Source: an optimization exercise on an open RTL-to-GDS flow (aim: small area, a short achievable clock period and few clock cycles per item). Production flows keep margins and buffers that such runs may drop. In this exercise RTL edits were held to simulation tests only and were not proved equivalent to the original. No activity file was given, so power comes from the tool's default toggle rates.

--- design/flow/flow/run.sh ---
#!/bin/bash
# The standard layout (standard.sh), with the port buffers made from buf_1 cells
# instead of the delay cell that buffer_ports picks by default.
set -euo pipefail
export BUFFER_PORTS_ARGS="-buffer_cell sky130_fd_sc_hd__buf_1"
bash standard.sh > standard.log 2>&1
--- design/flow/standard.sh ---
#!/bin/bash
# synth_recipe.tcl (not shown) runs the flow's synth.tcl, then flattens the netlist and writes it again
# the make line also repeats each setting of config.mk as NAME=value (left out here)
make -C /OpenROAD-flow-scripts/flow DESIGN_CONFIG=/design/flow/config.mk WORK_HOME=/design/flow/orfs CLKGATE_MAP_FILE= SYNTH_SCRIPT=/design/flow/synth_recipe.tcl "${@:-finish}"
--- design/flow/config.mk ---
export PLATFORM = sky130hd
export DESIGN_NAME = ECC_ENC_DEC
export DESIGN_NICKNAME = ECC_ENC_DEC
export VERILOG_FILES = /design/flow/design.v
export SDC_FILE = /design/flow/constraint.sdc
export NUM_CORES = 4
export LEC_CHECK = 0
export CAP_MARGIN = 20
export CORE_MARGIN = 2
export CORE_UTILIZATION = 40
export CTS_CLUSTER_DIAMETER = 100
export CTS_CLUSTER_SIZE = 25
export SETUP_SLACK_MARGIN = 3.0
export SLEW_MARGIN = 20
--- design/flow/constraint.sdc ---
create_clock -name core_clock -period 5.0 [get_ports {clk}]
set_input_delay 1.0000 -clock core_clock [delete_from_list [all_inputs] [get_ports {clk}]]
set_output_delay 1.0000 -clock core_clock [all_outputs]
set_load 0.01 [all_outputs]
--- design/flow/design.v ---
`resetall
`timescale 1ns/10ps
module ECC_ENC_DEC
#(
parameter DATA_WIDTH = 32,
parameter AMBA_ADDR_WIDTH = 20,
parameter AMBA_WORD = 32
)
(
input wire clk,
input wire rst,
input wire [AMBA_ADDR_WIDTH-1:0] PADDR,
input wire [AMBA_WORD-1:0] PWDATA,
input wire PENABLE,
           PSEL,
           PWRITE,
output reg [AMBA_WORD-1:0] PRDATA,
output reg [DATA_WIDTH-1:0] data_out,
output reg operation_done,
output reg [1:0] num_of_errors
);
reg [31:0] CTRL_REG, DATA_IN_REG, CODEWORD_WIDTH_REG, NOISE_REG;
reg [3:0] we;
always @(posedge clk or negedge rst) begin : wr_decode
  if (!rst) we <= 4'd0;
  else begin
    we[0] <= PSEL & ~PENABLE & PWRITE & (PADDR[3:2] == 2'b00);
    we[1] <= PSEL & ~PENABLE & PWRITE & (PADDR[3:2] == 2'b01);
    we[2] <= PSEL & ~PENABLE & PWRITE & (PADDR[3:2] == 2'b10);
    we[3] <= PSEL & ~PENABLE & PWRITE & (PADDR[3:2] == 2'b11);
  end
end
always @(posedge clk or negedge rst) begin : regs
  if (!rst) begin
    CTRL_REG <= 32'd0; DATA_IN_REG <= 32'd0; CODEWORD_WIDTH_REG <= 32'd0; NOISE_REG <= 32'd0;
  end else begin
    if (we[0]) CTRL_REG <= PWDATA;
    if (we[1]) DATA_IN_REG <= PWDATA;
    if (we[2]) CODEWORD_WIDTH_REG <= PWDATA;
    if (we[3]) NOISE_REG <= PWDATA;
  end
end
always @(posedge clk or negedge rst) begin : done_reg
  if (!rst) operation_done <= 1'b0;
  else operation_done <= we[0];
end
always @(posedge clk) begin : rd
  case (PADDR[3:2])
    2'b00: PRDATA <= CTRL_REG;
    2'b01: PRDATA <= DATA_IN_REG;
    2'b10: PRDATA <= CODEWORD_WIDTH_REG;
    default: PRDATA <= NOISE_REG;
  endcase
end
wire wS = ~CODEWORD_WIDTH_REG[1] & ~CODEWORD_WIDTH_REG[0];
wire wM = ~CODEWORD_WIDTH_REG[1] &  CODEWORD_WIDTH_REG[0];
wire wL =  CODEWORD_WIDTH_REG[1];
wire [31:0] D = DATA_IN_REG;
wire [31:0] N = NOISE_REG;
wire ea0 = D[0];
wire eb0 = D[0];
wire eg0 = ea0;
wire ee0 = D[0];
wire ea1 = (D[1] ^ D[3]);
wire eb1 = (D[2] ^ D[3]);
wire eg1 = (ea1 ^ D[2]);
wire ee1 = (D[1] ^ D[2]);
wire ea2 = (D[4] ^ D[6]);
wire eb2 = (D[5] ^ D[6]);
wire eg2 = (ea2 ^ D[5]);
wire ee2 = (D[4] ^ D[5]);
wire ea3 = (D[8] ^ D[10]);
wire eb3 = (D[9] ^ D[10]);
wire eg3 = ((ea3 ^ D[9]) ^ D[7]);
wire ee3 = (D[7] ^ D[10]);
wire ea4 = (D[11] ^ D[13]);
wire eb4 = (D[12] ^ D[13]);
wire eg4 = (ea4 ^ D[12]);
wire ee4 = (D[11] ^ D[12]);
wire ea5 = (D[15] ^ D[17]);
wire eb5 = (D[16] ^ D[17]);
wire eg5 = ((ea5 ^ D[16]) ^ D[14]);
wire ee5 = (D[14] ^ D[17]);
wire ea6 = (D[19] ^ D[21]);
wire eb6 = (D[20] ^ D[21]);
wire eg6 = ((ea6 ^ D[20]) ^ D[18]);
wire ee6 = (D[18] ^ D[21]);
wire ea7 = (D[23] ^ D[25]);
wire eb7 = (D[24] ^ D[25]);
wire eg7 = ((ea7 ^ D[24]) ^ D[22]);
wire ee7 = (D[23] ^ D[24]);
wire eS0 = (ea0 ^ ea1);
wire eM0 = eS0 ^ (ea2 ^ ea3);
wire eL0 = ((((D[0] ^ D[1]) ^ (D[3] ^ D[4])) ^ ((D[6] ^ D[8]) ^ (D[10] ^ D[11]))) ^ (((D[13] ^ D[15]) ^ (D[17] ^ D[19])) ^ ((D[21] ^ D[23]) ^ D[25])));
wire eS1 = (eb0 ^ eb1);
wire eM1 = eS1 ^ (eb2 ^ eb3);
wire eL1 = ((((D[0] ^ D[2]) ^ (D[3] ^ D[5])) ^ ((D[6] ^ D[9]) ^ (D[10] ^ D[12]))) ^ (((D[13] ^ D[16]) ^ (D[17] ^ D[20])) ^ ((D[21] ^ D[24]) ^ D[25])));
wire eS2 = eg1;
wire eM2 = eS2 ^ eg3;
wire eL2 = ((((D[1] ^ D[2]) ^ (D[3] ^ D[7])) ^ ((D[8] ^ D[9]) ^ (D[10] ^ D[14]))) ^ (((D[15] ^ D[16]) ^ (D[17] ^ D[22])) ^ ((D[23] ^ D[24]) ^ D[25])));
wire eS3 = 1'b0;
wire eM3 = eS3 ^ (eg2 ^ eg3);
wire eL3 = ((((D[4] ^ D[5]) ^ (D[6] ^ D[7])) ^ ((D[8] ^ D[9]) ^ (D[10] ^ D[18]))) ^ (((D[19] ^ D[20]) ^ (D[21] ^ D[22])) ^ ((D[23] ^ D[24]) ^ D[25])));
wire eS4 = 1'b0;
wire eM4 = eS4 ^ 1'b0;
wire eL4 = ((((D[11] ^ D[12]) ^ (D[13] ^ D[14])) ^ ((D[15] ^ D[16]) ^ (D[17] ^ D[18]))) ^ (((D[19] ^ D[20]) ^ (D[21] ^ D[22])) ^ ((D[23] ^ D[24]) ^ D[25])));
wire pS = (ee0 ^ ee1);
wire pM = pS ^ (ee2 ^ ee3);
wire pL = ((((D[0] ^ D[1]) ^ (D[2] ^ D[4])) ^ ((D[5] ^ D[7]) ^ (D[10] ^ D[11]))) ^ (((D[12] ^ D[14]) ^ (D[17] ^ D[18])) ^ ((D[21] ^ D[23]) ^ D[24])));
wire [4:0] encC = wS ? {2'b00, eS2, eS1, eS0} : wM ? {1'b0, eM3, eM2, eM1, eM0} : {eL4, eL3, eL2, eL1, eL0};
wire encP = wS ? pS : wM ? pM : pL;
wire d0a0 = D[4];
wire d0b0 = D[4];
wire d0g0 = d0a0;
wire d0e0 = D[4];
wire d0a1 = (D[5] ^ D[7]);
wire d0b1 = (D[6] ^ D[7]);
wire d0g1 = (d0a1 ^ D[6]);
wire d0e1 = (D[5] ^ D[6]);
wire sD0_0 = (d0a0 ^ d0a1) ^ D[0];
wire sD0_1 = (d0b0 ^ d0b1) ^ D[1];
wire sD0_2 = d0g1 ^ D[2];
wire d1a0 = D[5];
wire d1b0 = D[5];
wire d1g0 = d1a0;
wire d1e0 = D[5];
wire d1a1 = (D[6] ^ D[8]);
wire d1b1 = (D[7] ^ D[8]);
wire d1g1 = (d1a1 ^ D[7]);
wire d1e1 = (D[6] ^ D[7]);
wire d1a2 = (D[9] ^ D[11]);
wire d1b2 = (D[10] ^ D[11]);
wire d1g2 = (d1a2 ^ D[10]);
wire d1e2 = (D[9] ^ D[10]);
wire d1a3 = (D[13] ^ D[15]);
wire d1b3 = (D[14] ^ D[15]);
wire d1g3 = ((d1a3 ^ D[14]) ^ D[12]);
wire d1e3 = (D[12] ^ D[15]);
wire sD1_0 = ((d1a0 ^ d1a1) ^ (d1a2 ^ d1a3)) ^ D[0];
wire sD1_1 = ((d1b0 ^ d1b1) ^ (d1b2 ^ d1b3)) ^ D[1];
wire sD1_2 = (d1g1 ^ d1g3) ^ D[2];
wire sD1_3 = (d1g2 ^ d1g3) ^ D[3];
wire d2a0 = D[6];
wire d2b0 = D[6];
wire d2g0 = d2a0;
wire d2e0 = D[6];
wire d2a1 = (D[7] ^ D[9]);
wire d2b1 = (D[8] ^ D[9]);
wire d2g1 = (d2a1 ^ D[8]);
wire d2e1 = (D[7] ^ D[8]);
wire d2a2 = (D[10] ^ D[12]);
wire d2b2 = (D[11] ^ D[12]);
wire d2g2 = (d2a2 ^ D[11]);
wire d2e2 = (D[10] ^ D[11]);
wire d2a3 = (D[14] ^ D[16]);
wire d2b3 = (D[15] ^ D[16]);
wire d2g3 = ((d2a3 ^ D[15]) ^ D[13]);
wire d2e3 = (D[13] ^ D[16]);
wire d2a4 = (D[17] ^ D[19]);
wire d2b4 = (D[18] ^ D[19]);
wire d2g4 = (d2a4 ^ D[18]);
wire d2e4 = (D[17] ^ D[18]);
wire d2a5 = (D[21] ^ D[23]);
wire d2b5 = (D[22] ^ D[23]);
wire d2g5 = ((d2a5 ^ D[22]) ^ D[20]);
wire d2e5 = (D[20] ^ D[23]);
wire d2a6 = (D[25] ^ D[27]);
wire d2b6 = (D[26] ^ D[27]);
wire d2g6 = ((d2a6 ^ D[26]) ^ D[24]);
wire d2e6 = (D[24] ^ D[27]);
wire d2a7 = (D[29] ^ D[31]);
wire d2b7 = (D[30] ^ D[31]);
wire d2g7 = ((d2a7 ^ D[30]) ^ D[28]);
wire d2e7 = (D[29] ^ D[30]);
wire sD2_0 = (((d2a0 ^ d2a1) ^ (d2a2 ^ d2a3)) ^ ((d2a4 ^ d2a5) ^ (d2a6 ^ d2a7))) ^ D[0];
wire sD2_1 = (((d2b0 ^ d2b1) ^ (d2b2 ^ d2b3)) ^ ((d2b4 ^ d2b5) ^ (d2b6 ^ d2b7))) ^ D[1];
wire sD2_2 = ((d2g1 ^ d2g3) ^ (d2g5 ^ d2g7)) ^ D[2];
wire sD2_3 = ((d2g2 ^ d2g3) ^ (d2g6 ^ d2g7)) ^ D[3];
wire sD2_4 = ((d2g4 ^ d2g5) ^ (d2g6 ^ d2g7)) ^ D[4];
wire qD0 = (((D[0] ^ D[1]) ^ (D[2] ^ D[3])) ^ ((D[4] ^ D[5]) ^ (D[6] ^ D[7])));
wire qD1 = (((D[8] ^ D[9]) ^ (D[10] ^ D[11])) ^ ((D[12] ^ D[13]) ^ (D[14] ^ D[15])));
wire qD2 = ((((D[16] ^ D[17]) ^ (D[18] ^ D[19])) ^ ((D[20] ^ D[21]) ^ (D[22] ^ D[23]))) ^ (((D[24] ^ D[25]) ^ (D[26] ^ D[27])) ^ ((D[28] ^ D[29]) ^ (D[30] ^ D[31]))));
wire [4:0] synD = wS ? {2'b00, sD0_2, sD0_1, sD0_0} : wM ? {1'b0, sD1_3, sD1_2, sD1_1, sD1_0} : {sD2_4, sD2_3, sD2_2, sD2_1, sD2_0};
wire parDa = wL ? (qD0 ^ qD1) : qD0;
wire parDb = wS ? 1'b0 : wM ? qD1 : qD2;
wire n0a0 = N[4];
wire n0b0 = N[4];
wire n0g0 = n0a0;
wire n0e0 = N[4];
wire n0a1 = (N[5] ^ N[7]);
wire n0b1 = (N[6] ^ N[7]);
wire n0g1 = (n0a1 ^ N[6]);
wire n0e1 = (N[5] ^ N[6]);
wire sN0_0 = (n0a0 ^ n0a1) ^ N[0];
wire sN0_1 = (n0b0 ^ n0b1) ^ N[1];
wire sN0_2 = n0g1 ^ N[2];
wire n1a0 = N[5];
wire n1b0 = N[5];
wire n1g0 = n1a0;
wire n1e0 = N[5];
wire n1a1 = (N[6] ^ N[8]);
wire n1b1 = (N[7] ^ N[8]);
wire n1g1 = (n1a1 ^ N[7]);
wire n1e1 = (N[6] ^ N[7]);
wire n1a2 = (N[9] ^ N[11]);
wire n1b2 = (N[10] ^ N[11]);
wire n1g2 = (n1a2 ^ N[10]);
wire n1e2 = (N[9] ^ N[10]);
wire n1a3 = (N[13] ^ N[15]);
wire n1b3 = (N[14] ^ N[15]);
wire n1g3 = ((n1a3 ^ N[14]) ^ N[12]);
wire n1e3 = (N[12] ^ N[15]);
wire sN1_0 = ((n1a0 ^ n1a1) ^ (n1a2 ^ n1a3)) ^ N[0];
wire sN1_1 = ((n1b0 ^ n1b1) ^ (n1b2 ^ n1b3)) ^ N[1];
wire sN1_2 = (n1g1 ^ n1g3) ^ N[2];
wire sN1_3 = (n1g2 ^ n1g3) ^ N[3];
wire n2a0 = N[6];
wire n2b0 = N[6];
wire n2g0 = n2a0;
wire n2e0 = N[6];
wire n2a1 = (N[7] ^ N[9]);
wire n2b1 = (N[8] ^ N[9]);
wire n2g1 = (n2a1 ^ N[8]);
wire n2e1 = (N[7] ^ N[8]);
wire n2a2 = (N[10] ^ N[12]);
wire n2b2 = (N[11] ^ N[12]);
wire n2g2 = (n2a2 ^ N[11]);
wire n2e2 = (N[10] ^ N[11]);
wire n2a3 = (N[14] ^ N[16]);
wire n2b3 = (N[15] ^ N[16]);
wire n2g3 = ((n2a3 ^ N[15]) ^ N[13]);
wire n2e3 = (N[13] ^ N[16]);
wire n2a4 = (N[17] ^ N[19]);
wire n2b4 = (N[18] ^ N[19]);
wire n2g4 = (n2a4 ^ N[18]);
wire n2e4 = (N[17] ^ N[18]);
wire n2a5 = (N[21] ^ N[23]);
wire n2b5 = (N[22] ^ N[23]);
wire n2g5 = ((n2a5 ^ N[22]) ^ N[20]);
wire n2e5 = (N[20] ^ N[23]);
wire n2a6 = (N[25] ^ N[27]);
wire n2b6 = (N[26] ^ N[27]);
wire n2g6 = ((n2a6 ^ N[26]) ^ N[24]);
wire n2e6 = (N[24] ^ N[27]);
wire n2a7 = (N[29] ^ N[31]);
wire n2b7 = (N[30] ^ N[31]);
wire n2g7 = ((n2a7 ^ N[30]) ^ N[28]);
wire n2e7 = (N[29] ^ N[30]);
wire sN2_0 = (((n2a0 ^ n2a1) ^ (n2a2 ^ n2a3)) ^ ((n2a4 ^ n2a5) ^ (n2a6 ^ n2a7))) ^ N[0];
wire sN2_1 = (((n2b0 ^ n2b1) ^ (n2b2 ^ n2b3)) ^ ((n2b4 ^ n2b5) ^ (n2b6 ^ n2b7))) ^ N[1];
wire sN2_2 = ((n2g1 ^ n2g3) ^ (n2g5 ^ n2g7)) ^ N[2];
wire sN2_3 = ((n2g2 ^ n2g3) ^ (n2g6 ^ n2g7)) ^ N[3];
wire sN2_4 = ((n2g4 ^ n2g5) ^ (n2g6 ^ n2g7)) ^ N[4];
wire qN0 = (((N[0] ^ N[1]) ^ (N[2] ^ N[3])) ^ ((N[4] ^ N[5]) ^ (N[6] ^ N[7])));
wire qN1 = (((N[8] ^ N[9]) ^ (N[10] ^ N[11])) ^ ((N[12] ^ N[13]) ^ (N[14] ^ N[15])));
wire qN2 = ((((N[16] ^ N[17]) ^ (N[18] ^ N[19])) ^ ((N[20] ^ N[21]) ^ (N[22] ^ N[23]))) ^ (((N[24] ^ N[25]) ^ (N[26] ^ N[27])) ^ ((N[28] ^ N[29]) ^ (N[30] ^ N[31]))));
wire [4:0] synN = wS ? {2'b00, sN0_2, sN0_1, sN0_0} : wM ? {1'b0, sN1_3, sN1_2, sN1_1, sN1_0} : {sN2_4, sN2_3, sN2_2, sN2_1, sN2_0};
wire parNa = wL ? (qN0 ^ qN1) : qN0;
wire parNb = wS ? 1'b0 : wM ? qN1 : qN2;
reg [4:0] sD, sN, cE;
reg pDa, pDb, pNa, pNb, pE;
reg [1:0] mode;
always @(posedge clk) begin : stage1
  sD <= synD; pDa <= parDa; pDb <= parDb;
  sN <= synN; pNa <= parNa; pNb <= parNb;
  cE <= encC; pE <= encP;
  mode <= PWDATA[1:0];    
end
wire m_dec = ~mode[1] & mode[0];
wire m_fc  =  mode[1];
wire [4:0] s = ({5{m_dec}} & sD) | ({5{m_fc}} & sN);
wire p = (m_dec & (pDa ^ pDb)) | (m_fc & (pNa ^ pNb));
wire [1:0] nof = {~p & (|s), p};
wire [25:0] g = D[25:0] & {26{~m_dec}};
wire [4:0] lo = cE & {5{~m_dec}};
wire pb = pE & ~m_dec;
wire [31:0] ecw = wS ? {24'd0, g[3:0], pb, lo[2:0]} : wM ? {16'd0, g[10:0], pb, lo[3:0]} : {g, pb, lo};
wire [31:0] nmask = wS ? 32'h000000ff : wM ? 32'h0000ffff : 32'hffffffff;
wire [31:0] t = (({32{m_dec}} & D) | ({32{m_fc}} & N)) & nmask;
wire [31:0] fix;
assign fix[0] = p & ((wS & (s == 5'd1)) | (wM & (s == 5'd1)) | (wL & (s == 5'd1)));
assign fix[1] = p & ((wS & (s == 5'd2)) | (wM & (s == 5'd2)) | (wL & (s == 5'd2)));
assign fix[2] = p & ((wS & (s == 5'd4)) | (wM & (s == 5'd4)) | (wL & (s == 5'd4)));
assign fix[3] = p & ((wS & (s == 5'd0)) | (wM & (s == 5'd8)) | (wL & (s == 5'd8)));
assign fix[4] = p & ((wS & (s == 5'd3)) | (wM & (s == 5'd0)) | (wL & (s == 5'd16)));
assign fix[5] = p & ((wS & (s == 5'd5)) | (wM & (s == 5'd3)) | (wL & (s == 5'd0)));
assign fix[6] = p & ((wS & (s == 5'd6)) | (wM & (s == 5'd5)) | (wL & (s == 5'd3)));
assign fix[7] = p & ((wS & (s == 5'd7)) | (wM & (s == 5'd6)) | (wL & (s == 5'd5)));
assign fix[8] = p & ((wM & (s == 5'd7)) | (wL & (s == 5'd6)));
assign fix[9] = p & ((wM & (s == 5'd9)) | (wL & (s == 5'd7)));
assign fix[10] = p & ((wM & (s == 5'd10)) | (wL & (s == 5'd9)));
assign fix[11] = p & ((wM & (s == 5'd11)) | (wL & (s == 5'd10)));
assign fix[12] = p & ((wM & (s == 5'd12)) | (wL & (s == 5'd11)));
assign fix[13] = p & ((wM & (s == 5'd13)) | (wL & (s == 5'd12)));
assign fix[14] = p & ((wM & (s == 5'd14)) | (wL & (s == 5'd13)));
assign fix[15] = p & ((wM & (s == 5'd15)) | (wL & (s == 5'd14)));
assign fix[16] = p & ((wL & (s == 5'd15)));
assign fix[17] = p & ((wL & (s == 5'd17)));
assign fix[18] = p & ((wL & (s == 5'd18)));
assign fix[19] = p & ((wL & (s == 5'd19)));
assign fix[20] = p & ((wL & (s == 5'd20)));
assign fix[21] = p & ((wL & (s == 5'd21)));
assign fix[22] = p & ((wL & (s == 5'd22)));
assign fix[23] = p & ((wL & (s == 5'd23)));
assign fix[24] = p & ((wL & (s == 5'd24)));
assign fix[25] = p & ((wL & (s == 5'd25)));
assign fix[26] = p & ((wL & (s == 5'd26)));
assign fix[27] = p & ((wL & (s == 5'd27)));
assign fix[28] = p & ((wL & (s == 5'd28)));
assign fix[29] = p & ((wL & (s == 5'd29)));
assign fix[30] = p & ((wL & (s == 5'd30)));
assign fix[31] = p & ((wL & (s == 5'd31)));
always @(posedge clk) begin : stage2
  data_out <= (ecw ^ t) ^ fix;
  num_of_errors <= nof;
end
endmodule
==> results of run 1 <==
-- how the worst min path moves through the flow --
stage               slack (ps)                                  to                                from
CTS                        520  CODEWORD_WIDTH_REG[26]$_DFFE_PN0P_  CODEWORD_WIDTH_REG[26]$_DFFE_PN0P_
global placement           480            CTRL_REG[13]$_DFFE_PN0P_            CTRL_REG[13]$_DFFE_PN0P_
detailed placement         490            CTRL_REG[12]$_DFFE_PN0P_            CTRL_REG[12]$_DFFE_PN0P_
floorplan                  350            operation_done$_DFF_PN0_                     we[0]$_DFF_PN0_
finish                     510  CODEWORD_WIDTH_REG[31]$_DFFE_PN0P_  CODEWORD_WIDTH_REG[31]$_DFFE_PN0P_
global route               530  CODEWORD_WIDTH_REG[27]$_DFFE_PN0P_  CODEWORD_WIDTH_REG[27]$_DFFE_PN0P_
-- report_power, final --
part / switching (uW) / internal [uW]
registers: 559 / 2320
clock network: 625 / 513
logic: 2400 / 2930
-- through the flow --
step	hold slack, ps	cells	setup slack, ps	power (uW)	utilization, %
after detailed placement	492	1463	2120	7290	42.4
final	511	1574	2820	9350	48.2
after floorplan	352	1051	2950	6240	-
after global routing	529	1574	2760	9800	48.2
after CTS	516	1548	2820	9040	46.7
after global placement	483	1463	2140	7240	42.4
-- registers in the layout (all words and copies together), names as in the netlist, 2 cells and up --
signal / count
CTRL_REG: 32
cE: 5
data_out: 32
PRDATA: 32
CODEWORD_WIDTH_REG: 32
mode: 2
we: 4
sD: 5
num_of_errors: 2
DATA_IN_REG: 32
NOISE_REG: 32
sN: 5
-- layout make-up --
| class | instances | area (um2) |
|---|---|---|
| sequential | 221 | 5170 |
| fill | 2702 | 15800 |
| clock buffer | 18 | 354 |
| timing repair buffer | 208 | 1390 |
| clock inverter | 3 | 35.0 |
| multi-input combinational | 721 | 7240 |
| timing repair inverter | 1 | 5.00 |
| tap | 396 | 495 |
| inverter | 6 | 26.3 |
-- cell families after synthesis --
group | after synthesis | synth area share, %
DFF | 221 | 41.3
and+or+nand+nor | 176 | 7.37
muxes | 178 | 19.1
AOI/OAI and AO/OA | 139 | 7.26
xor gates and xnor gates | 228 | 21.2
buffers and inverters | 109 | 3.81
-- routing by layer --
layer / GRT usage [%] / share of wire, % / vias up
li1: - / - / 3967
met3: 3.63 / 6.2 / 45
met2: 32.5 / 46 / 303
met1: 29.8 / 46 / 4371
met5: 0.148 / 0 / -
met4: 4.39 / 2.3 / 0
-- synthesized netlist by cell type (5+ instances only) --
cell type  instances  area (um2)
nand2_1           46         173
xor2_1            47         412
a22oi_1            9        67.6
buf_4              6        45.0
nand3b_1           9        67.6
xnor3_1           36         811
o22ai_1            9        56.3
a211oi_1          19         143
nand2b_1           6        37.5
buf_1             20        75.1
o21ai_1           16        80.1
buf_2             19        95.1
dfrtp_1          133        3330
nor2b_1           24         150
nor2_1            36         135
o21a_1             6        45.0
clkbuf_1          56         210
dfxtp_1           88        1760
xnor2_1          137        1200
nor4_1            24         150
inv_1              5        18.8
or3_1              5        31.3
o211ai_1           8        60.1
a21oi_1           39         195
mux2_2           128        1440
mux2i_1           17         170
o21ai_0           11        55.1
nor3_1             7        35.0
mux4_2            32         721
nand3_1            5        25.0
-- timing repair --
| item | 4_1_cts | 5_1_grt |
|---|---|---|
| pin swaps | 25 | 25 |
| endpoints found under the setup margin | 76 | 69 |
| setup buffers | 62 | 25 |
| gates cloned | 2 | 1 |
| resized for setup | 103 | 71 |
==> run summary, run 1 <==
----------------------------------------------------
[Place]
  Placer's final routability congestion estimate ... 0.866
  Port buffer count ... 105
  Total half-perimeter wirelength after legalization and detailed placement ... 22,200 um
  Dpl cell area ... 12,900 um2

[STA]
  Final Hold Viols ... 0
  Time the worst path needs with I/O delays and setup ... 2180 ps
  Setup repair after global routing missed its margin ... true
  Total count of max-transition violations in the final report ... 0
  Total negative slack for setup checks ... 0 ps
  Final count of negative-setup-slack endpoints ... 0
  Highest achievable clock rate ... 458 MHz
  Skew final ... 17.9 ps
  Slew at the pin closest to its max-slew limit ... 904 ps
  Final cycle utilization of the critical path ... 43.7%
  Max transition margin ... 39.7%

[Critical path]
  Register-to-Register Path Depth ... 5
  Critical path peak fanout ... 4
  Critical Setup Path Class ... reg2reg
  Endpoint type of the worst setup path ... register
  Stage delay of the slowest cell on the critical path ... 480 ps
  Depth of the critical timing path with buffers and inverters included ... 5
  Flop-to-flop setup slack ... 2820 ps
  Critical path required time ... 5390 ps
  Most used cell along the critical path ... xnor3_1
  Reg2reg end ... sN[0]$_DFF_P_
  Crit-path slowest cell ... dfrtp_2
  Kind of launch point of the worst setup path ... register
  Critical path endpoint ... sN[0]$_DFF_P_
  Ordered cell list for the critical path ... xnor2_2 > xnor3_1 > xnor3_1 > a221oi_2 > xor2_1
  Crit-path leading delay family ... XOR/XNOR gates
  R2R Path Start ... NOISE_REG[17]$_DFFE_PN0P_
  Arrival time of the worst setup path ... 2570 ps
  Worst path bufs/invs ... 0
  Start point of the critical path ... NOISE_REG[17]$_DFFE_PN0P_

[Global routing]
  Antenna violations before repair ... 0
  Total congestion overflow after global routing ... 0
  Wire length of the first global-routing pass ... 52,200 um
  Largest net degree at the start of global routing ... 72
  Total GRT Usage ... 20.6%
  Number of global-route vias before repair ... 8,540

[Cells and area]
  Commonest cells after routing, fill and taps aside ... 128 x mux2_2, 105 x xnor2_1, 85 x dfxtp_1, 85 x buf_4, 84 x dfrtp_1
  Number of nets in the final layout ... 1,229
  Area delta synth->final ... 19.3%
  Most common cell after layout, fill and taps aside ... mux2_2
  Number of antenna cells inserted ... 0
  Final instance area ... 14,700 um2
  Ratio of cells with drive above 1 in the final layout ... 37.0%

[CTS]
  Clock buffer count from CTS ... 13
  CTS tree ... yes
  Hold-fix buffer count after cts ... 0
  H-tree Lvls ... 1
  Root buffer selected by CTS ... clkbuf_16
  Clock latency at the later pin of the worst-skew pair ... 490 ps
  CTS Sinks ... 221
  Worst-path clk slew ... 100 ps
  Clk buf depth ... 3

[Yosys]
  FF+latch count, synth ... 221
  Number of nets produced by synthesis ... 1,108
  Register area share after synthesis ... 41.3%
  Average cell area after synthesis ... 11.7 um2
  EDFF count, synth ... 0
  Main synth FF type ... dfrtp_1
  Share of async-settable or async-resettable flops after synthesis ... 60.2%
  Cells after Synth ... 1,051
  Distinct cells, synth ... 61
  Yosys warnings ... 1
  Post-synthesis instance area ... 12,300 um2

[Die]
  Top-level I/O count ... 124
  Horiz. Die Dim ... 180 um
  Height of the die ... 180 um
  Standard-cell row count ... 64
  Initial standard-cell utilization of the core ... 40.4%
  Core region area ... 30,500 um2
  Die footprint ... 32,300 um2

[Routing]
  Detailed Routing Iterations Pass 1 ... 7
  Final antenna-violating net count ... 0
  Violation count after the first detailed-route iteration ... 717
  Post-detailed-route via-to-cell ratio ... 5.52
  Total via count in the routed design ... 8,686
  Total wirelength of the detailed-routed design ... 34,000 um
  Average wire length per cell after detail routing ... 21.6 um
  Detailed-route DRC error count ... 0

[Job]
  Max capacitance violation total ... 0

[Pwr]
  LEAKAGE ... 0.00597 uW
  PwrDens ... 635 nW/um2
  VDD IR max ... 0.341 mV

[Min path]
  Path category of the worst min-delay check ... reg2reg
  Number of instances on the worst hold path ... 1

[Run status]
  Result of the run ... no timing/DRC/antenna violations

----------------------------------------------------
Testbench counts, summed over its fixed seeds: cycles 12,384, ops 1,920.
==> run 2: changes to the inputs <==
--- a/design/flow/config.mk
+++ b/design/flow/config.mk
@@ -10,5 +10,5 @@
 export CORE_UTILIZATION = 40
 export CTS_CLUSTER_DIAMETER = 100
 export CTS_CLUSTER_SIZE = 25
-export SETUP_SLACK_MARGIN = 3.0
+export SETUP_SLACK_MARGIN = 2.95
 export SLEW_MARGIN = 20
==> run summary, run 2 <==
----------------------------------------------------
[STA]
  Highest achievable clock rate ... 451 MHz (-1.6%)
  Final count of negative-setup-slack endpoints ... 0 (unchanged)
  Setup repair after global routing missed its margin ... true
  Max transition margin ... 42.3% (+2.6 points)
  Final worst slack ... 2780 ps (-35.0 ps)
  Total count of max-transition violations in the final report ... 0 (unchanged)
  Total negative slack for setup checks ... 0 ps (unchanged)
  Slew at the pin closest to its max-slew limit ... 865 ps (-38.7 ps)
  Final Hold Viols ... 0 (unchanged)
  Skew final ... 25.6 ps (+7.79 ps)
  Time the worst path needs with I/O delays and setup ... 2220 ps (+35.0 ps)
  Final cycle utilization of the critical path ... 44.4% (+0.70 points)

[Die]
  Die footprint ... 32,300 um2 (unchanged)
  Height of the die ... 180 um (unchanged)
  Standard-cell row count ... 64 (unchanged)
  Core region area ... 30,500 um2 (unchanged)
  Top-level I/O count ... 124 (unchanged)
  Initial standard-cell utilization of the core ... 40.4% (unchanged)
  Horiz. Die Dim ... 180 um (unchanged)

[Global routing]
  Antenna violations before repair ... 0 (unchanged)
  Total GRT Usage ... 20.0% (-0.62 points)
  Total congestion overflow after global routing ... 0 (unchanged)
  Number of global-route vias before repair ... 8,167 (-4.4%)
  Largest net degree at the start of global routing ... 75 (+4.2%)
  Wire length of the first global-routing pass ... 50,300 um (-3.7%)

[Place]
  Total half-perimeter wirelength after legalization and detailed placement ... 22,100 um (-0.65%)
  Cell total after placement ... 1,463 (unchanged)
  Port buffer count ... 105 (unchanged)
  Placer's final routability congestion estimate ... 0.871 (+0.65%)
  Dpl cell area ... 12,900 um2 (-0.12%)
  Setup Slack @ Placement ... 2130 ps (+14.3 ps)

[Yosys]
  Post-synthesis cell type with the largest combined area ... dfrtp_1
  Register area share after synthesis ... 41.3% (unchanged)
  Synth cell count leaders ... 137 x xnor2_1, 133 x dfrtp_1, 128 x mux2_2
  FF+latch count, synth ... 221 (unchanged)
  Post-synth top area share ... 27.0% (unchanged)
  Post-synthesis instance area ... 12,300 um2 (unchanged)
  Distinct cells, synth ... 61 (unchanged)
  Average cell area after synthesis ... 11.7 um2 (unchanged)
  Main synth FF type ... dfrtp_1
  Area contributors post-synth ... dfrtp_1 27%, dfxtp_1 14%, mux2_2 12%
  Share of async-settable or async-resettable flops after synthesis ... 60.2% (unchanged)
  Cells after Synth ... 1,051 (unchanged)
  EDFF count, synth ... 0 (unchanged)
  Cell with the most instances after synthesis ... xnor2_1
  Number of nets produced by synthesis ... 1,108 (unchanged)
  Yosys warnings ... 1 (unchanged)

[Routing]
  Total wirelength of the detailed-routed design ... 33,600 um (-1.0%)
  Final antenna-violating net count ... 0 (unchanged)
  Violation count after the first detailed-route iteration ... 748 (+4.3%)
  Total via count in the routed design ... 8,613 (-0.84%)
  Average wire length per cell after detail routing ... 21.3 um (-1.6%)
  Detailed-route DRC error count ... 0 (unchanged)
  Detailed Routing Iterations Pass 1 ... 5 (-2)
  Post-detailed-route via-to-cell ratio ... 5.44 (-1.4%)

[Cells and area]
  Number of antenna cells inserted ... 0 (unchanged)
  Commonest cells after routing, fill and taps aside ... 128 x mux2_2, 109 x xnor2_1, 102 x buf_1
  Non-filler cells in the finished layout ... 1,583 (+0.57%)
  Ratio of cells with drive above 1 in the final layout ... 33.8% (-3.2 points)
  Number of nets in the final layout ... 1,238 (+0.73%)
  Area delta synth->final ... 18.5%
  Final instance area ... 14,600 um2 (-0.65%)
  Fill cells ... 2,710 (+0.30%)
  Most common cell after layout, fill and taps aside ... mux2_2

[Critical path]
  R2R Path Start ... NOISE_REG[27]$_DFFE_PN0P_
  Endpoint type of the worst setup path ... register
  Arrival time of the worst setup path ... 2610 ps (+40 ps)
  Register-to-Register Path Depth ... 5 (unchanged)
  Critical path required time ... 5390 ps (about the same)
  Kind of launch point of the worst setup path ... register
  Critical path endpoint ... sN[0]$_DFF_P_
  Reg2reg end ... sN[0]$_DFF_P_
  Flop-to-flop setup slack ... 2780 ps (-40 ps)
  Critical Setup Path Class ... reg2reg
  Start point of the critical path ... NOISE_REG[27]$_DFFE_PN0P_
  Critical path peak fanout ... 5 (+1)

[Job]
  Max capacitance violation total ... 0 (unchanged)

[Pwr]
  LEAKAGE ... 0.00589 uW (-1.4%)
  PwrDens ... 633 nW/um2 (-0.29%)
  Final Total Pwr ... 9260 uW (-0.93%)
  VDD IR max ... 0.326 mV (-4.5%)

[CTS]
  CTS tree ... yes
  Clock latency at the later pin of the worst-skew pair ... 500 ps (about the same)
  Root buffer selected by CTS ... clkbuf_16
  Hold-fix buffer count after cts ... 0 (unchanged)
  H-tree Lvls ... 1 (unchanged)
  Worst-path clk slew ... 100 ps (about the same)
  Clk buf depth ... 3 (unchanged)
  Clock buffer count from CTS ... 12 (-1)
  CTS Sinks ... 221 (unchanged)

[Run status]
  Result of the run ... no timing/DRC/antenna violations

[Min path]
  Path category of the worst min-delay check ... reg2reg

----------------------------------------------------
## run 2: repair_timing
item | 4_1_cts | 5_1_grt
pin swaps | 18 | 40
endpoints found under the setup margin | 61 | 39
gates resized for setup | 74 | 56
setup buffers | 41 | 57
gates cloned | 1 | 1
## run 2: logic make-up after synthesis
kind of cell | synth area share, %
muxes | 19.1
DFF | 41.3
xor gates and xnor gates | 21.2
AOI/OAI and AO/OA | 7.26
buffers and inverters | 3.81
and+or+nand+nor | 7.37
## run 2: where the power goes
group          switching [uW]  internal [uW]
clock network             587            486
registers                 531           2320
logic                    2390           2940
total                    3510           5750
## run 2: how the worst min path moves through the flow
stage                                                   from                                  to  slack, ps  cells after the start
final                     CODEWORD_WIDTH_REG[13]$_DFFE_PN0P_  CODEWORD_WIDTH_REG[13]$_DFFE_PN0P_        510                      1
after global routing      CODEWORD_WIDTH_REG[13]$_DFFE_PN0P_  CODEWORD_WIDTH_REG[13]$_DFFE_PN0P_        520                      1
after global placement    CODEWORD_WIDTH_REG[13]$_DFFE_PN0P_  CODEWORD_WIDTH_REG[13]$_DFFE_PN0P_        480                      1
after detailed placement  CODEWORD_WIDTH_REG[13]$_DFFE_PN0P_  CODEWORD_WIDTH_REG[13]$_DFFE_PN0P_        490                      1
after floorplan                              we[0]$_DFF_PN0_            operation_done$_DFF_PN0_        350                      0
after CTS                 CODEWORD_WIDTH_REG[13]$_DFFE_PN0P_  CODEWORD_WIDTH_REG[13]$_DFFE_PN0P_        510                      1
## run 2: area by class of cell
cell class | instances | area (um2) | share of cell area, %
Tap cell | 396 | 495 | 3.39
Clock buffer | 19 | 348 | 2.38
Clock inverter | 1 | 3.75 | 0.0257
Inverter | 6 | 22.5 | 0.154
Timing Repair Buffer | 219 | 1410 | 9.64
Sequential cell | 221 | 5160 | 35.3
Multi-Input combinational cell | 721 | 7180 | 49.1
## run 2: metal layers
layer | GRT usage (%) | share of wire [%] | up-vias
met5 | 0 | 0 | -
met4 | 4.07 | 1.8 | 0
met3 | 2.90 | 6.9 | 39
met2 | 31.3 | 46 | 307
met1 | 29.6 | 45 | 4306
li1 | - | - | 3961
## run 2: worst max-delay path: stages (launching register included)
cell and delay, ps:
dfrtp_2 490, xor2_1 280, xnor3_1 320, xnor3_1 400
a221oi_2 310, xor2_1 320
## run 2: through the flow
step,util [%],hold slack [ps]
finish,47.9,506
global placement,42.3,481
floorplan,-,352
CTS,45.5,510
global route,47.9,515
detailed placement,42.3,487
==> run 3: changes to the inputs <==
==> design/flow/flow/run.sh (replaced) <==
#!/bin/bash
# The standard layout (standard.sh), with two changes to the cells it may use:
#  - the port buffers are buf_1 cells instead of the delay cell buffer_ports picks by default;
#  - the 3-input XOR/XNOR cells are added to the platform's don't-use list, so that
#    synthesis and repair build the parity trees from 2-input XOR/XNOR cells.
set -euo pipefail
export BUFFER_PORTS_ARGS="-buffer_cell sky130_fd_sc_hd__buf_1"
DU=$(make -s -C "$FLOW_HOME" DESIGN_CONFIG="$PWD/config.mk" WORK_HOME="$PWD/orfs" print-DONT_USE_CELLS 2> print.log | sed -n 's/^DONT_USE_CELLS: //p')
[ -n "$DU" ]
DU="$DU sky130_fd_sc_hd__xnor3_1 sky130_fd_sc_hd__xnor3_2 sky130_fd_sc_hd__xnor3_4 sky130_fd_sc_hd__xor3_1 sky130_fd_sc_hd__xor3_2 sky130_fd_sc_hd__xor3_4"
echo "DONT_USE_CELLS=$DU" > dont_use.txt
bash standard.sh DONT_USE_CELLS="$DU" finish > standard.log 2>&1
--- a/design/flow/config.mk
+++ b/design/flow/config.mk
@@ -10,5 +10,5 @@
 export CORE_UTILIZATION = 40
 export CTS_CLUSTER_DIAMETER = 100
 export CTS_CLUSTER_SIZE = 25
-export SETUP_SLACK_MARGIN = 2.95
+export SETUP_SLACK_MARGIN = 3.0
 export SLEW_MARGIN = 20
==> run summary, run 3 <==
----------------------------------------------------
[Run status]
  Result of the run ... no timing/DRC/antenna violations

[STA]
  Final Hold Viols ... 0 (unchanged)
  Total negative slack for setup checks ... 0 ps (unchanged)
  Final worst slack ... 2980 ps (+200 ps)
  Final cycle utilization of the critical path ... 40.4% (-4.0 points)
  Skew final ... 14.3 ps (-11.4 ps)
  Time the worst path needs with I/O delays and setup ... 2020 ps (-200 ps)
  Final count of negative-setup-slack endpoints ... 0 (unchanged)
  Slew at the pin closest to its max-slew limit ... 801 ps (-64.0 ps)
  Setup repair after global routing missed its margin ... true
  Highest achievable clock rate ... 496 MHz (+9.9%)
  Fin Hold WS ... 505 ps (-0.707 ps)
  Max transition margin ... 46.6% (+4.3 points)
  Total count of max-transition violations in the final report ... 0 (unchanged)

[Cells and area]
  Commonest cells after routing, fill and taps aside ... 164 x xnor2_1, 123 x mux2_2, 116 x dfrtp_1
  Area delta synth->final ... 15.3%
  Ratio of cells with drive above 1 in the final layout ... 28.5% (-5.3 points)
  Most common cell after layout, fill and taps aside ... xnor2_1
  Non-filler cells in the finished layout ... 1,535 (-3.0%)
  Area used by multi-input combinational logic ... 6680 um2 (-6.9%)
  Number of antenna cells inserted ... 0 (unchanged)
  Register Area ... 5130 um2 (-0.70%)
  Fill cells ... 2,734 (+0.89%)
  Final Core Density ... 46.5% (-1.4 points)
  Number of nets in the final layout ... 1,196 (-3.4%)

[Min path]
  Path category of the worst min-delay check ... reg2reg
  Number of instances on the worst hold path ... 1 (unchanged)

[Pwr]
  Switching part of the total power ... 40.0% (+2.1 points)
  Proportion of power drawn by flip-flops and latches ... 34.3% (+3.5 points)
  Net switching component of the power ... 3370 uW (-4.1%)
  Clk network pwr share ... 13.1% (+1.5 points)
  VDD IR max ... 0.317 mV (-2.8%)
  PwrDens ... 616 nW/um2 (-2.8%)
  Logic pwr share ... 52.6% (-5.0 points)
  LEAKAGE ... 0.00534 uW (-9.3%)
  Internal power consumption ... 5060 uW (-12%)

[Routing]
  Total via count in the routed design ... 8,198 (-4.8%)
  Average wire length per cell after detail routing ... 20.6 um (-3.3%)
  Violation count after the first detailed-route iteration ... 814 (+8.8%)
  Post-detailed-route via-to-cell ratio ... 5.34 (-1.8%)
  Final antenna-violating net count ... 0 (unchanged)
  Detailed Routing Iterations Pass 1 ... 6 (+1)
  Detailed-route DRC error count ... 0 (unchanged)
  Total wirelength of the detailed-routed design ... 31,600 um (-6.2%)

[Global routing]
  Number of global-route vias before repair ... 7,787 (-4.7%)
  Wire length of the first global-routing pass ... 48,300 um (-4.0%)
  Antenna violations before repair ... 0 (unchanged)
  Total congestion overflow after global routing ... 0 (unchanged)
  Largest net degree at the start of global routing ... 80 (+6.7%)
  Total GRT Usage ... 20.1% (+0.12 points)

[CTS]
  Root buffer selected by CTS ... clkbuf_16
  Clock buffer count from CTS ... 12 (unchanged)
  CTS tree ... yes
  Clk buf depth ... 3 (unchanged)
  CTS Sinks ... 221 (unchanged)
  Clock latency at the later pin of the worst-skew pair ... 490 ps (about the same)
  Hold-fix buffer count after cts ... 0 (unchanged)
  Worst-path clk slew ... 100 ps (about the same)
  H-tree Lvls ... 1 (unchanged)

[Yosys]
  FF+latch count, synth ... 221 (unchanged)
  Cells after Synth ... 1,062 (+1.0%)
  Register area share after synthesis ... 42.9% (+1.6 points)
  Distinct cells, synth ... 48 (-21%)
  Dominant combinational cell family by area after synthesis ... multiplexers
  Number of nets produced by synthesis ... 1,119 (+0.99%)
  Yosys warnings ... 1 (unchanged)
  EDFF count, synth ... 0 (unchanged)
  Adder-cell share of the synthesized area ... 0% (unchanged)
  Post-synth top area share ... 28.0% (+1.1 points)
  Fraction of the mapped netlist area in simple logic gates ... 5.49% (-1.9 points)
  Area contributors post-synth ... dfrtp_1 28%, dfxtp_1 15%, xnor2_1 14%
  Share of async-settable or async-resettable flops after synthesis ... 60.2% (unchanged)
  Post-synthesis xor/xnor area fraction ... 19.2% (-2.0 points)
  Average cell area after synthesis ... 11.2 um2 (-4.8%)
  Mux cell area share after synthesis ... 20.1% (+1.0 points)
  Post-synthesis cell type with the largest combined area ... dfrtp_1
  Post-synthesis instance area ... 11,900 um2 (-3.8%)
  Main synth FF type ... dfrtp_1
  Synth cell count leaders ... 187 x xnor2_1, 133 x dfrtp_1, 123 x mux2_2
  Compound-cell area share of the yosys netlist ... 7.90% (+0.64 points)
  Cell with the most instances after synthesis ... xnor2_1

[Critical path]
  Kind of launch point of the worst setup path ... register
  Arrival time of the worst setup path ... 2420 ps (-190 ps)
  Register-to-Register Path Depth ... 7 (+2)
  Critical path peak fanout ... 8 (+3)
  Critical path required time ... 5410 ps (+20 ps)
  Critical Setup Path Class ... reg2reg
  Endpoint type of the worst setup path ... register
  Flop-to-flop setup slack ... 2980 ps (+200 ps)

[Place]
  Cell total after placement ... 1,481 (+1.2%)
  Total half-perimeter wirelength after legalization and detailed placement ... 21,000 um (-4.8%)
  Placer's final routability congestion estimate ... 0.881 (+1.1%)
  Port buffer count ... 105 (unchanged)
  Setup Slack @ Placement ... 1850 ps (-287 ps)

[Die]
  Die footprint ... 31,100 um2 (-3.7%)
  Initial standard-cell utilization of the core ... 40.4% (-0.056 points)
  Horiz. Die Dim ... 176 um (-1.9%)
  Height of the die ... 176 um (-1.9%)
  Standard-cell row count ... 63 (-1.6%)
  Core region area ... 29,400 um2 (-3.6%)
  Top-level I/O count ... 124 (unchanged)

[Job]
  Max capacitance violation total ... 0 (unchanged)

----------------------------------------------------
-- run 3: cell families (layout without fill, tap and decap cells) --
logic type | Yosys count | after routing
muxes | 183 | 183
DFF | 221 | 221
buffers and inverters | 99 | 181
xor gates and xnor gates | 251 | 251
AOI/OAI and AO/OA | 159 | 159
and+or+nand+nor | 149 | 150
-- run 3: cell type report --
class                      count  share of cell area, %
tap                          390                   3.57
inverter                       9                  0.302
sequential                   221                   37.5
multi-input combinational    743                   48.8
timing repair buffer         152                   7.13
clock buffer                  20                   2.72
-- run 3: path summary, 6_finish.rpt --
check                                                      to                          startpoint
setup / recovery                                sD[2]$_DFF_P_         DATA_IN_REG[23]$_DFFE_PN0P_
hold / removal             CODEWORD_WIDTH_REG[13]$_DFFE_PN0P_  CODEWORD_WIDTH_REG[13]$_DFFE_PN0P_
setup reg to reg                                sD[2]$_DFF_P_         DATA_IN_REG[23]$_DFFE_PN0P_
hold reg to reg            CODEWORD_WIDTH_REG[13]$_DFFE_PN0P_  CODEWORD_WIDTH_REG[13]$_DFFE_PN0P_
max in group asynchronous            NOISE_REG[8]$_DFFE_PN0P_                                 rst
min in group asynchronous  CODEWORD_WIDTH_REG[29]$_DFFE_PN0P_                                 rst
-- run 3: metal layers --
layer / vias up / track usage, % / wire length, um
met2: 258 / 31.7 / 14500
li1: 3806 / - / -
met4: 0 / 4.27 / 533
met1: 4101 / 29.7 / 14700
met3: 33 / 2.54 / 1780
met5: - / 0 / 0
-- run 3: stage by stage --
step	total power, uW	instance area [um2]
after floorplan	5950	11900
after global placement	6820	12400
after detailed placement	6860	12400
after CTS	8110	13200
after global routing	8920	13700
final	8420	13700
-- run 3: worst max-delay path: stages, from the launching register on --
cell,delay [ps]
dfrtp_1,540
xnor2_2,210
buf_4,160
xnor2_1,150
xnor2_1,360
xnor2_1,150
mux2i_1,180
xor2_1,190
-- run 3: power groups by stage --
stage               registers [uW]  clock network (uW)  logic, uW
floorplan                     2640                   0       3310
global placement              2880                   0       3940
detailed placement            2890                   0       3970
CTS                           2860                1130       4110
global route                  2960                1200       4760
finish                        2890                1100       4430
-- run 3: timing repair --
action / in CTS / in global routing
endpoints found under the setup margin: 65 / 70
pin swaps: 1 / 3
cloned: 3 / 3
buffers inserted: 13 / 15
resized for setup: 57 / 82
endpoints found under the hold margin: 0 / 0
==> run 4: changes to the inputs <==
--- a/design/flow/config.mk
+++ b/design/flow/config.mk
@@ -10,5 +10,5 @@
 export CORE_UTILIZATION = 40
 export CTS_CLUSTER_DIAMETER = 100
 export CTS_CLUSTER_SIZE = 25
-export SETUP_SLACK_MARGIN = 3.0
+export SETUP_SLACK_MARGIN = 2.9
 export SLEW_MARGIN = 20
==> run summary, run 4 <==
----------------------------------------------------
[Run status]
  Result of the run ... no timing/DRC/antenna violations

[Critical path]
  Ordered cell list for the critical path ... buf_1
  Arrival time of the worst setup path ... 1010 ps (-1410 ps)
  Start point of the critical path ... PRDATA[1]$_DFF_P_
  Register-to-Register Path Depth ... 10 (+3)
  Crit-path leading delay family ... flip-flops
  Critical path required time ... 4000 ps (-1410 ps)
  R2R Path Start ... mode[1]$_DFF_P_
  Flop-to-flop setup slack ... 3000 ps (+20 ps)
  Critical path endpoint ... PRDATA[1]
  Crit-path slowest cell ... dfxtp_1
  Stage delay of the slowest cell on the critical path ... 360 ps (-180 ps)
  Critical Setup Path Class ... reg2out
  Worst path bufs/invs ... 1 (unchanged)
  Endpoint type of the worst setup path ... primary output
  Reg2reg end ... data_out[5]$_DFF_P_
  Critical path peak fanout ... 1 (-7)
  Kind of launch point of the worst setup path ... register
  Depth of the critical timing path with buffers and inverters included ... 1 (-6)

[Min path]
  Path category of the worst min-delay check ... reg2reg

[Routing]
  Detailed Routing Iterations Pass 1 ... 5 (-1)
  Average wire length per cell after detail routing ... 20.5 um (-0.17%)
  Violation count after the first detailed-route iteration ... 533 (-35%)
  Detailed-route DRC error count ... 0 (unchanged)
  Post-detailed-route via-to-cell ratio ... 5.37 (+0.46%)
  Final antenna-violating net count ... 0 (unchanged)
  Total wirelength of the detailed-routed design ... 31,100 um (-1.4%)
  Total via count in the routed design ... 8,134 (-0.78%)

[Pwr]
  VDD IR max ... 0.259 mV (-18%)
  Switching part of the total power ... 40.0% (+0.057 points)
  Net switching component of the power ... 3260 uW (-3.2%)
  Proportion of power drawn by flip-flops and latches ... 35.3% (+1.0 points)
  Clk network pwr share ... 13.1% (about the same)
  Final Total Pwr ... 8150 uW (-3.3%)
  PwrDens ... 613 nW/um2 (-0.35%)
  Logic pwr share ... 51.6% (-1.0 points)
  LEAKAGE ... 0.00506 uW (-5.2%)
  Internal power consumption ... 4880 uW (-3.4%)

[Yosys]
  Area contributors post-synth ... dfrtp_1 28%, dfxtp_1 15%, xnor2_1 14%
  Post-synthesis cell type with the largest combined area ... dfrtp_1
  Share of async-settable or async-resettable flops after synthesis ... 60.2% (unchanged)
  FF+latch count, synth ... 221 (unchanged)
  Cells after Synth ... 1,062 (unchanged)
  Synth cell count leaders ... 187 x xnor2_1, 133 x dfrtp_1, 123 x mux2_2
  Post-synth top area share ... 28.0% (unchanged)
  Main synth FF type ... dfrtp_1
  Post-synthesis instance area ... 11,900 um2 (unchanged)
  EDFF count, synth ... 0 (unchanged)
  Distinct cells, synth ... 48 (unchanged)
  Cell with the most instances after synthesis ... xnor2_1
  Average cell area after synthesis ... 11.2 um2 (unchanged)
  Register area share after synthesis ... 42.9% (unchanged)
  Number of nets produced by synthesis ... 1,119 (unchanged)
  Yosys warnings ... 1 (unchanged)

[CTS]
  H-tree Lvls ... 1 (unchanged)
  Hold-fix buffer count after cts ... 0 (unchanged)
  Root buffer selected by CTS ... clkbuf_16
  CTS tree ... yes
  Clk buf depth ... 3 (unchanged)
  Worst-path clk slew ... 100 ps (about the same)
  Clock buffer count from CTS ... 12 (unchanged)
  CTS Sinks ... 221 (unchanged)
  Clock latency at the later pin of the worst-skew pair ... 490 ps (about the same)

[STA]
  Slew at the pin closest to its max-slew limit ... 794 ps (-7.71 ps)
  Time the worst path needs with I/O delays and setup ... 2010 ps (-4.29 ps)
  Final Hold Viols ... 0 (unchanged)
  Final count of negative-setup-slack endpoints ... 0 (unchanged)
  Final cycle utilization of the critical path ... 40.3% (-0.086 points)
  Total count of max-transition violations in the final report ... 0 (unchanged)
  Setup repair after global routing missed its margin ... false
  Total negative slack for setup checks ... 0 ps (unchanged)
  Max transition margin ... 47.1% (+0.51 points)
  Highest achievable clock rate ... 497 MHz (+0.21%)
  Skew final ... 14.7 ps (+0.398 ps)

[Die]
  Core region area ... 29,400 um2 (unchanged)
  Horiz. Die Dim ... 176 um (unchanged)
  Die footprint ... 31,100 um2 (unchanged)
  Height of the die ... 176 um (unchanged)
  Top-level I/O count ... 124 (unchanged)
  Standard-cell row count ... 63 (unchanged)
  Initial standard-cell utilization of the core ... 40.4% (unchanged)

[Global routing]
  Total congestion overflow after global routing ... 0 (unchanged)
  Largest net degree at the start of global routing ... 134 (+68%)
  Wire length of the first global-routing pass ... 47,000 um (-2.6%)
  Antenna violations before repair ... 0 (unchanged)
  Total GRT Usage ... 19.7% (-0.45 points)
  Number of global-route vias before repair ... 7,720 (-0.86%)

[Place]
  Total half-perimeter wirelength after legalization and detailed placement ... 21,000 um (-0.19%)
  Port buffer count ... 105 (unchanged)
  Placer's final routability congestion estimate ... 0.891 (+1.2%)

[Cells and area]
  Area used by multi-input combinational logic ... 6480 um2 (-2.9%)
  Area delta synth->final ... 11.9%
  Number of nets in the final layout ... 1,177 (-1.6%)
  Register Area ... 5110 um2 (-0.27%)
  Most common cell after layout, fill and taps aside ... xnor2_1
  Final Core Density ... 45.2% (-1.4 points)
  Fill cells ... 2,753 (+0.69%)
  Commonest cells after routing, fill and taps aside ... 176 x xnor2_1, 123 x mux2_2, 122 x dfrtp_1
  Number of antenna cells inserted ... 0 (unchanged)
  Ratio of cells with drive above 1 in the final layout ... 22.5% (-6.0 points)

[Job]
  Max capacitance violation total ... 0 (unchanged)

----------------------------------------------------
run 4: cell count changes in the layout (fill, tap and decap cells not counted), sizes merged:
cell,before,now
buf,123,126
clkbuf,46,24
nand2,56,55
clkinv,1,2
run 4: metrics by stage:
step / instances / setup WS, ps / cell area (um2) / hold slack, ps
floorplan: 1062 / 2880 / 11900 / 352
global placement: 1480 / 2010 / 12400 / 481
detailed placement: 1480 / 1940 / 12400 / 488
CTS: 1509 / 2860 / 13100 / 511
global route: 1516 / 2890 / 13300 / 525
finish: 1516 / 2990 / 13300 / 507
run 4: cells by family (layout without fill, tap and decap cells):
| kind of cell | after synthesis | count (layout) | synth area share [%] |
|---|---|---|---|
| AOI/OAI and AO/OA | 159 | 159 | 7.90 |
| xor gates and xnor gates | 251 | 251 | 19.2 |
| buffers and inverters | 99 | 163 | 4.39 |
| DFF | 221 | 221 | 42.9 |
| muxes | 183 | 183 | 20.1 |
| and+or+nand+nor | 149 | 149 | 5.49 |
run 4: worst min path at each step:
stage                                                  start                                 end  cells past startpoint
after global routing                CTRL_REG[31]$_DFFE_PN0P_            CTRL_REG[31]$_DFFE_PN0P_                      1
final                     CODEWORD_WIDTH_REG[13]$_DFFE_PN0P_  CODEWORD_WIDTH_REG[13]$_DFFE_PN0P_                      1
after detailed placement  CODEWORD_WIDTH_REG[13]$_DFFE_PN0P_  CODEWORD_WIDTH_REG[13]$_DFFE_PN0P_                      1
after floorplan                              we[0]$_DFF_PN0_            operation_done$_DFF_PN0_                      0
after global placement              CTRL_REG[13]$_DFFE_PN0P_            CTRL_REG[13]$_DFFE_PN0P_                      1
after CTS                 CODEWORD_WIDTH_REG[13]$_DFFE_PN0P_  CODEWORD_WIDTH_REG[13]$_DFFE_PN0P_                      1
run 4: area by class of cell:
class	count	area share, %
inverter	9	0.273
tap	390	3.67
multi-input combinational	742	48.8
clock buffer	19	2.62
timing repair buffer	134	6.07
clock inverter	1	0.0377
sequential	221	38.5
run 4: routing by layer:
layer	up-vias	global-route usage [%]	share of wire, %	wire length [um]
li1	3765	-	-	-
met1	4052	28.8	46	14400
met2	278	31.0	46	14300
met3	39	3.17	6.3	1960
met4	0	3.79	1.4	431
met5	-	0	0	0
run 4: power groups by stage:
stage                     registers, uW  logic [uW]  clock network [uW]
after CTS                          2870        4080                1100
after floorplan                    2640        3300                   0
final                              2880        4200                1070
after detailed placement           2900        3940                   0
after global routing               2940        4560                1180
after global placement             2880        3920                   0
run 4: timing repair:
| action | CTS | global route |
|---|---|---|
| endpoints found under the setup margin | 59 | 53 |
| setup buffers | 6 | 5 |
| pin swaps | 3 | 0 |
| gates cloned | 3 | 2 |
| resized for setup | 44 | 31 |
==> run 5: changes to the inputs <==
--- a/design/flow/config.mk
+++ b/design/flow/config.mk
@@ -10,5 +10,5 @@
 export CORE_UTILIZATION = 40
 export CTS_CLUSTER_DIAMETER = 100
 export CTS_CLUSTER_SIZE = 25
-export SETUP_SLACK_MARGIN = 2.9
+export SETUP_SLACK_MARGIN = 2.95
 export SLEW_MARGIN = 20
==> run summary, run 5 <==
----------------------------------------------------
[Run status]
  Result of the run ... no timing/DRC/antenna violations

[Die]
  Standard-cell row count ... 63 (unchanged)
  Core region area ... 29,400 um2 (unchanged)
  Initial standard-cell utilization of the core ... 40.4% (unchanged)
  Height of the die ... 176 um (unchanged)
  Top-level I/O count ... 124 (unchanged)
  Horiz. Die Dim ... 176 um (unchanged)
  Die footprint ... 31,100 um2 (unchanged)

[Yosys]
  Main synth FF type ... dfrtp_1
  Yosys warnings ... 1 (unchanged)
  Post-synthesis instance area ... 11,900 um2 (unchanged)
  Post-synth top area share ... 28.0% (unchanged)
  Average cell area after synthesis ... 11.2 um2 (unchanged)
  Cell with the most instances after synthesis ... xnor2_1
  Distinct cells, synth ... 48 (unchanged)
  Area contributors post-synth ... dfrtp_1 28%, dfxtp_1 15%, xnor2_1 14%
  Cells after Synth ... 1,062 (unchanged)
  EDFF count, synth ... 0 (unchanged)
  Register area share after synthesis ... 42.9% (unchanged)
  Post-synthesis cell type with the largest combined area ... dfrtp_1
  Share of async-settable or async-resettable flops after synthesis ... 60.2% (unchanged)
  FF+latch count, synth ... 221 (unchanged)
  Number of nets produced by synthesis ... 1,119 (unchanged)
  Synth cell count leaders ... 187 x xnor2_1, 133 x dfrtp_1, 123 x mux2_2

[Cells and area]
  Number of antenna cells inserted ... 0 (unchanged)
  Number of nets in the final layout ... 1,174 (-0.25%)
  Ratio of cells with drive above 1 in the final layout ... 22.4% (-0.12 points)
  Most common cell after layout, fill and taps aside ... xnor2_1
  Commonest cells after routing, fill and taps aside ... 178 x xnor2_1, 123 x mux2_2, 119 x dfrtp_1
  Final Core Density ... 44.8% (-0.34 points)
  Area delta synth->final ... 11.0%

[Routing]
  Final antenna-violating net count ... 0 (unchanged)
  Violation count after the first detailed-route iteration ... 818 (+53%)
  Post-detailed-route via-to-cell ratio ... 5.31 (-1.1%)
  Detailed Routing Iterations Pass 1 ... 5 (unchanged)
  Detailed-route DRC error count ... 0 (unchanged)
  Average wire length per cell after detail routing ... 20.3 um (-1.1%)
  Total via count in the routed design ... 8,032 (-1.3%)
  Total wirelength of the detailed-routed design ... 30,700 um (-1.3%)

[Place]
  Placer's final routability congestion estimate ... 0.895 (+0.43%)
  Setup Slack @ Placement ... 2050 ps (+115 ps)
  Total half-perimeter wirelength after legalization and detailed placement ... 20,600 um (-1.7%)
  Port buffer count ... 105 (unchanged)

[Pwr]
  PwrDens ... 615 nW/um2 (+0.30%)
  Final Total Pwr ... 8110 uW (-0.46%)
  VDD IR max ... 0.262 mV (+1.2%)
  LEAKAGE ... 0.00500 uW (-1.1%)

[Job]
  Max capacitance violation total ... 0 (unchanged)

[Critical path]
  Critical path peak fanout ... 43 (+42)
  Flop-to-flop setup slack ... 3010 ps (about the same)
  Critical path required time ... 5410 ps (+1410 ps)
  Arrival time of the worst setup path ... 2410 ps (+1400 ps)
  Critical Setup Path Class ... reg2reg
  Endpoint type of the worst setup path ... register
  Kind of launch point of the worst setup path ... register

[CTS]
  CTS tree ... yes
  Clock latency at the later pin of the worst-skew pair ... 490 ps (about the same)
  Clock buffer count from CTS ... 12 (unchanged)
  Clk buf depth ... 3 (unchanged)
  CTS Sinks ... 221 (unchanged)
  Worst-path clk slew ... 90 ps (about the same)
  Root buffer selected by CTS ... clkbuf_16
  H-tree Lvls ... 1 (unchanged)

[STA]
  Setup repair after global routing missed its margin ... true
  Max transition margin ... 47.7% (+0.60 points)
  Final Hold Viols ... 0 (unchanged)
  Total count of max-transition violations in the final report ... 0 (unchanged)
  Final cycle utilization of the critical path ... 39.9% (-0.40 points)
  Highest achievable clock rate ... 502 MHz (+0.99%)
  Time the worst path needs with I/O delays and setup ... 1990 ps (-19.8 ps)
  Final count of negative-setup-slack endpoints ... 0 (unchanged)
  Skew final ... 15.1 ps (+0.415 ps)
  Total negative slack for setup checks ... 0 ps (unchanged)
  Final worst slack ... 3010 ps (+19.8 ps)
  Slew at the pin closest to its max-slew limit ... 785 ps (-9.03 ps)

[Global routing]
  Total congestion overflow after global routing ... 0 (unchanged)
  Largest net degree at the start of global routing ... 134 (unchanged)
  Antenna violations before repair ... 0 (unchanged)
  Total GRT Usage ... 19.7% (about the same)
  Number of global-route vias before repair ... 7,863 (+1.9%)
  Wire length of the first global-routing pass ... 47,200 um (+0.28%)

[Min path]
  Path category of the worst min-delay check ... reg2reg

----------------------------------------------------
-- run 5: where the power goes --
group	internal, uW	switching, uW	leakage, uW	total, uW
logic	2080	2060	0.00246	4140
registers	2300	578	0.00236	2870
clock network	515	583	0.000180	1100
total	4890	3220	0.00500	8110
-- run 5: critical path, stage by stage, from the launching register on --
cell and delay [ps]:
dfxtp_4 410, clkinv_2 130, buf_12 190, o22ai_1 130, buf_4 130, and2_1 180, nand2_1 160, or3_1 390
a21oi_1 170
-- run 5: path summary, 6_finish.rpt --
check	from	to	cells after the start
worst max-delay path	mode[1]$_DFF_P_	data_out[21]$_DFF_P_	8
worst min-delay path	CTRL_REG[28]$_DFFE_PN0P_	CTRL_REG[28]$_DFFE_PN0P_	1
worst max register to register	mode[1]$_DFF_P_	data_out[21]$_DFF_P_	8
worst min register to register	CTRL_REG[28]$_DFFE_PN0P_	CTRL_REG[28]$_DFFE_PN0P_	1
max in group asynchronous	rst	CODEWORD_WIDTH_REG[0]$_DFFE_PN0P_	2
min in group asynchronous	rst	CTRL_REG[31]$_DFFE_PN0P_	2
-- run 5: kinds of logic after synthesis --
logic type	Yosys count	synth area share [%]
buffers and inverters	99	4.39
AO/OA/AOI/OAI	159	7.90
AND/OR/NAND/NOR	149	5.49
XOR/XNOR	251	19.2
flip-flops	221	42.9
multiplexers	183	20.1
-- run 5: final cells by class --
| class | count | area, um2 |
|---|---|---|
| well taps | 390 | 488 |
| repair buffers | 131 | 721 |
| inverters | 9 | 35.0 |
| multi-input cells | 742 | 6450 |
| flip-flops and latches | 221 | 5110 |
| fillers | 2768 | 16200 |
| clock buffers | 20 | 372 |
-- run 5: through the flow --
| step | instance area (um2) | cells | hold slack, ps |
|---|---|---|---|
| 6_report | 13200 | 1513 | 510 |
| 4_1_cts | 13000 | 1508 | 516 |
| 3_5_place_dp | 12400 | 1481 | 493 |
| 3_3_place_gp | 12400 | 1481 | 481 |
| 2_1_floorplan | 11900 | 1062 | 352 |
| 5_1_grt | 13200 | 1513 | 528 |
-- run 5: repair_timing --
action | 4_1_cts | 5_1_grt
cloned | 1 | 1
endpoints found under the setup margin | 45 | 34
pin swaps | 0 | 2
buffers inserted | 6 | 4
hold buffers | 0 | 0
resized for setup | 32 | 38
-- run 5: per-layer routing --
| metal | share of wire, % | track usage, % |
|---|---|---|
| met1 | 46 | 28.9 |
| met3 | 6.6 | 2.65 |
| met5 | 0 | 0 |
| met2 | 46 | 30.7 |
| met4 | 1.7 | 4.79 |

[what the ideal ports hide]
Ports are ideal in the flow. The routed layouts listed here were re-timed in OpenROAD. Step 1 (the two cells are an assumption about what drives the block):
set clk [get_ports {clk}]
set_driving_cell -lib_cell sky130_fd_sc_hd__clkbuf_16 $clk
set_driving_cell -lib_cell sky130_fd_sc_hd__buf_2 [delete_from_list [all_inputs] $clk]
Step 2 also shifts input and output timing later by t, the mid clock arrival at the registers, as if the neighbouring blocks saw the same clock. a / b / c = no drivers / after step 1 / after step 2; a / b = the first two.
| run | t (ns) | setup WS [ns] | pins driven straight from the clock port |
|---|---|---|---|
| run 1 | 0.532 | 2.817 / 2.817 / 2.620 | 1 |
| run 2 | 0.537 | 2.782 / 2.782 / 2.639 | 1 |
| run 3 | 0.532 | 2.982 / 2.978 / 2.624 | 1 |
| run 4 | 0.533 | 2.986 / 2.938 / 2.542 | 1 |
| run 5 | 0.534 | 3.006 / 2.970 / 2.647 | 1 |
After both steps every run listed still meets setup and hold. The setup slack of run 4, which loses most, moves by -0.048 ns with the drivers and by -0.444 ns with both steps.
